Source: an optimization exercise on an open RTL-to-GDS flow (aim: small area, a short achievable clock period and few clock cycles per item). Production flows keep margins and buffers that such runs may drop. The RTL was checked by simulation tests, not by an equivalence proof against the original design. Power is estimated from default activity; no workload was simulated.

Design ALU_top, start of the top module:
module ALU_top(
    input soc_clk,
    input reset,
    input [31:0] ALU_dat1,
    input [31:0] ALU_dat2,
    input [5:0] Instruction_from_CU,
    output ALU_overflow,
    output ALU_con_met,
    output ALU_zero,
    output ALU_err,
    output ALU_ready,
    output [31:0] ALU_out,
    output ALU_accept
);
==> flow/config.mk <==
export PLATFORM = sky130hd
export DESIGN_NAME = ALU_top
export DESIGN_NICKNAME = ALU_top
export VERILOG_FILES = /design/flow/design.v
export SDC_FILE = /design/flow/constraint.sdc
export NUM_CORES = 4
export LEC_CHECK = 0
export ABC_AREA = 1
export CAP_MARGIN = 20
export CORE_MARGIN = 2
export CORE_UTILIZATION = 60
export SLEW_MARGIN = 20
==> flow/constraint.sdc <==
create_clock -name core_clock -period 14.0 [get_ports {soc_clk}]
set_input_delay 2.8000 -clock core_clock [delete_from_list [all_inputs] [get_ports {soc_clk}]]
set_output_delay 2.8000 -clock core_clock [all_outputs]
set_load 0.01 [all_outputs]
standard.sh (not shown) runs the stock make flow with config.mk's settings and CLKGATE_MAP_FILE= SYNTH_SCRIPT=/design/flow/synth_recipe.tcl, a recipe that flattens the netlist after the stock synthesis.
==> flow/flow/run.sh <==
#!/bin/bash
# Standard ORFS layout (the standard.sh), with plain buf_2 port buffers, a
# setup margin so that the repair steps size the logic for a shorter period,
# and clock tree synthesis without dummy balancing loads.
set -euo pipefail
bash standard.sh "BUFFER_PORTS_ARGS=-buffer_cell sky130_fd_sc_hd__buf_2" SETUP_SLACK_MARGIN=8.4 \
  "CTS_ARGS=-sink_clustering_enable -repair_clock_nets -dont_use_dummy_load" finish > standard.log 2>&1
The starting point produced a clean layout.
Testbench counts at the start, summed over its fixed seeds: cycles 24,000, items 12,000.
Edit:
--- a/flow/flow/run.sh
+++ b/flow/flow/run.sh
@@ -5,3 +5,3 @@
 set -euo pipefail
-bash standard.sh "BUFFER_PORTS_ARGS=-buffer_cell sky130_fd_sc_hd__buf_2" SETUP_SLACK_MARGIN=8.4 \
+bash standard.sh "BUFFER_PORTS_ARGS=-buffer_cell sky130_fd_sc_hd__buf_2" SETUP_SLACK_MARGIN=7.9 \
   "CTS_ARGS=-sink_clustering_enable -repair_clock_nets -dont_use_dummy_load" finish > standard.log 2>&1
What happened: Design area is lower by 8.3%; wire length is lower by 9.0%; utilization is lower by 6.2 points.
Edit:
--- a/flow/flow/run.sh
+++ b/flow/flow/run.sh
@@ -5,3 +5,3 @@
 set -euo pipefail
-bash standard.sh "BUFFER_PORTS_ARGS=-buffer_cell sky130_fd_sc_hd__buf_2" SETUP_SLACK_MARGIN=7.9 \
+bash standard.sh "BUFFER_PORTS_ARGS=-buffer_cell sky130_fd_sc_hd__buf_2" SETUP_SLACK_MARGIN=8.15 RECOVER_POWER=70 \
   "CTS_ARGS=-sink_clustering_enable -repair_clock_nets -dont_use_dummy_load" finish > standard.log 2>&1
Result:
- clock skew is unchanged
- die area does not change
- area after synthesis is unchanged
- design area went up by 0.53%


Starting RTL as in the previous note.
## ALU_top
module ALU_top(
    input soc_clk,
    input reset,
    input [31:0] ALU_dat1,
    input [31:0] ALU_dat2,
    input [5:0] Instruction_from_CU,
    output ALU_overflow,
    output ALU_con_met,
    output ALU_zero,
    output ALU_err,
    output ALU_ready,
    output [31:0] ALU_out,
    output ALU_accept
);
==> flow/config.mk <==
export PLATFORM = sky130hd
export DESIGN_NAME = ALU_top
export DESIGN_NICKNAME = ALU_top
export VERILOG_FILES = /design/flow/design.v
export SDC_FILE = /design/flow/constraint.sdc
export NUM_CORES = 4
export LEC_CHECK = 0
export ABC_AREA = 1
export CAP_MARGIN = 20
export CORE_MARGIN = 2
export CORE_UTILIZATION = 60
export SLEW_MARGIN = 20
==> flow/constraint.sdc <==
create_clock -name core_clock -period 14.0 [get_ports {soc_clk}]
set_input_delay 2.8000 -clock core_clock [delete_from_list [all_inputs] [get_ports {soc_clk}]]
set_output_delay 2.8000 -clock core_clock [all_outputs]
set_load 0.01 [all_outputs]
==> flow/flow/run.sh <==
#!/bin/bash
# Standard ORFS layout (the standard.sh), with plain buf_2 port buffers, a
# setup margin so that the repair steps size the logic for a shorter period,
# and clock tree synthesis without dummy balancing loads.
set -euo pipefail
bash standard.sh "BUFFER_PORTS_ARGS=-buffer_cell sky130_fd_sc_hd__buf_2" SETUP_SLACK_MARGIN=8.0 \
  "CTS_ARGS=-sink_clustering_enable -repair_clock_nets -dont_use_dummy_load" finish > standard.log 2>&1
Testbench counts at the start, summed over its fixed seeds: cycles 24,000, items 12,000.
Edit:
==> flow/flow/run.sh (replaced) <==
#!/bin/bash
# Standard ORFS layout (the standard.sh), with plain buf_2 port buffers and a
# setup margin so that the repair steps size the logic for a shorter period.
set -euo pipefail
bash standard.sh "BUFFER_PORTS_ARGS=-buffer_cell sky130_fd_sc_hd__buf_2" SETUP_SLACK_MARGIN=8.3 finish > standard.log 2>&1
Total power increases by about 10%.
Sequential cell count is unchanged.
Count of clock-buffer cells in the layout does not change.
Synthesized cell count stays the same.
Die area is unchanged.
Worst hold slack is about the same.
Register-to-register slack barely changes.
Core utilization increases by 3.8 points.
Edit:
==> flow/flow/run.sh (replaced) <==
#!/bin/bash
# The standard ORFS layout (standard.sh) with these changes:
# - plain buf_2 port buffers (every port is still buffered);
# - a setup margin so that the repair steps size the logic for a shorter period;
# - clock tree synthesis without dummy balancing loads;
# - power recovery on half the paths after global routing (downsizes gates
#   that have slack to spare).
# Synthesis is the standard one. The full make output goes to standard.log.
set -euo pipefail
bash standard.sh "BUFFER_PORTS_ARGS=-buffer_cell sky130_fd_sc_hd__buf_2" SETUP_SLACK_MARGIN=8.15 RECOVER_POWER=50 \
  "CTS_ARGS=-sink_clustering_enable -repair_clock_nets -dont_use_dummy_load" finish > standard.log 2>&1
The changed run passed the timing, DRC and antenna checks.
Non-clock buffer count fell by 10.
Final cell count fell by 1.3%.
Sequential share of layout area rose by 0.54 points.
Clock skew is unchanged.
Core utilization fell by 3.6 points.
Critical path depth stays the same.
Edit:
==> flow/flow/run.sh (replaced) <==
#!/bin/bash
# The standard ORFS layout (standard.sh) with these changes:
# - synthesis leaves adders to ABC instead of extracting half/full-adder cells
#   (ADDER_MAP_FILE empty); everything else in synthesis is the standard script,
#   so the registers and their names are the standard synthesis's;
# - plain buf_2 port buffers;
# - a setup margin so that the repair steps size the logic for a shorter period;
# - clock tree synthesis without dummy balancing loads.
set -euo pipefail
bash standard.sh ADDER_MAP_FILE= "BUFFER_PORTS_ARGS=-buffer_cell sky130_fd_sc_hd__buf_2" SETUP_SLACK_MARGIN=8.0 \
  "CTS_ARGS=-sink_clustering_enable -repair_clock_nets -dont_use_dummy_load" finish > standard.log 2>&1
Effect: Wire length grows by 3.4%. Sequential power barely changes. Combinational power came out lower by about 3%. Die area rises by 3.8%. Synthesized cell count climbs by 13%. Design area is higher by 5.0%. Worst setup slack got worse by 140 ps.
Edit:
==> flow/flow/run.sh (replaced) <==
#!/bin/bash
# Standard ORFS layout (the standard.sh), with plain buf_2 port buffers and a
# setup margin so that the repair steps size the logic for a shorter period.
set -euo pipefail
bash standard.sh "BUFFER_PORTS_ARGS=-buffer_cell sky130_fd_sc_hd__buf_2" SETUP_SLACK_MARGIN=8.0 finish > standard.log 2>&1
Settings changed: GPL_TIMING_DRIVEN set to 1.
- synthesized area falls by about 4%
- global-route usage rises by 1.2 points
- sequential share of layout area rises by 0.49 points
- via count falls by 7.0%
- first-iteration DRC count rises by 41%
- combinational power rises by about 3%
- total power rises by about 8%
- die area falls by 3.6%
Edit:
==> flow/flow/run.sh (replaced) <==
#!/bin/bash
# Standard ORFS layout (the standard.sh), with plain buf_2 port buffers, a
# setup margin so that the repair steps size the logic for a shorter period,
# and clock tree synthesis without dummy balancing loads.
set -euo pipefail
bash standard.sh "BUFFER_PORTS_ARGS=-buffer_cell sky130_fd_sc_hd__buf_2" SETUP_SLACK_MARGIN=8.15 \
  "CTS_ARGS=-sink_clustering_enable -repair_clock_nets -dont_use_dummy_load" finish > standard.log 2>&1
Settings changed: CORE_UTILIZATION 60 to 70, GPL_TIMING_DRIVEN 1 to unset.
Effect:
- first-iteration DRC count grows by 3.2%
- wire length stays flat
- count of clock-buffer cells in the layout stays the same
- core utilization grows by 10 points
- worst setup slack gains 100 ps
- total power shrinks by about 5%
- synthesized area does not change
- critical path depth grows by 1
- die area shrinks by about 14%

[afterwards: timing with drivers on the ports]
How much do the figures lean on ideal ports? The routed layouts below were timed once more, with nothing changed but the port constraints.
Step 1, drivers: a clkbuf_16 drives soc_clk and a buf_2 each remaining input, both assumed.
Step 2 also shifts input and output timing later by t, the mid clock arrival at the registers, as if the neighbouring blocks saw the same clock.
Three values: no drivers, after step 1, after step 2; two values: the first two.
run	t, ns	setup slack, ns	worst hold slack (ns)	worst setup path at the end	slew at the worst register clock pin (ns)
the first run of note 1	0.315	8.332 / 8.343 / 8.028	0.443 / 0.443 / 0.443	input to register	0.07 / 0.07
the second run of note 1	0.316	8.209 / 8.217 / 7.901	0.443 / 0.443 / 0.443	input to register	0.07 / 0.07
the third run of note 1	0.317	7.650 / 7.643 / 7.326	0.445 / 0.445 / 0.445	input to register	0.08 / 0.08
the first run of note 2	0.316	8.276 / 8.286 / 7.970	0.443 / 0.443 / 0.443	input to register	0.07 / 0.07
the second run of note 2	0.322	8.386 / 8.350 / 8.028	0.442 / 0.442 / 0.442	input to register	0.09 / 0.09
the third run of note 2	0.318	8.388 / 8.387 / 8.069	0.444 / 0.444 / 0.444	input to register	0.07 / 0.07
the fourth run of note 2	0.326	8.244 / 8.260 / 7.934	0.432 / 0.432 / 0.432	input to register	0.07 / 0.07
the fifth run of note 2	0.320	8.246 / 8.255 / 7.935	0.443 / 0.443 / 0.443	input to register	0.09 / 0.09
the sixth run of note 2	0.316	8.347 / 8.356 / 8.041	0.449 / 0.449 / 0.449	input to register	0.08 / 0.08
After both steps setup and hold are still met in every run listed. For the second run of note 2, which loses most, drivers alone change the setup slack by -0.036 ns; drivers and shift together by -0.358 ns.
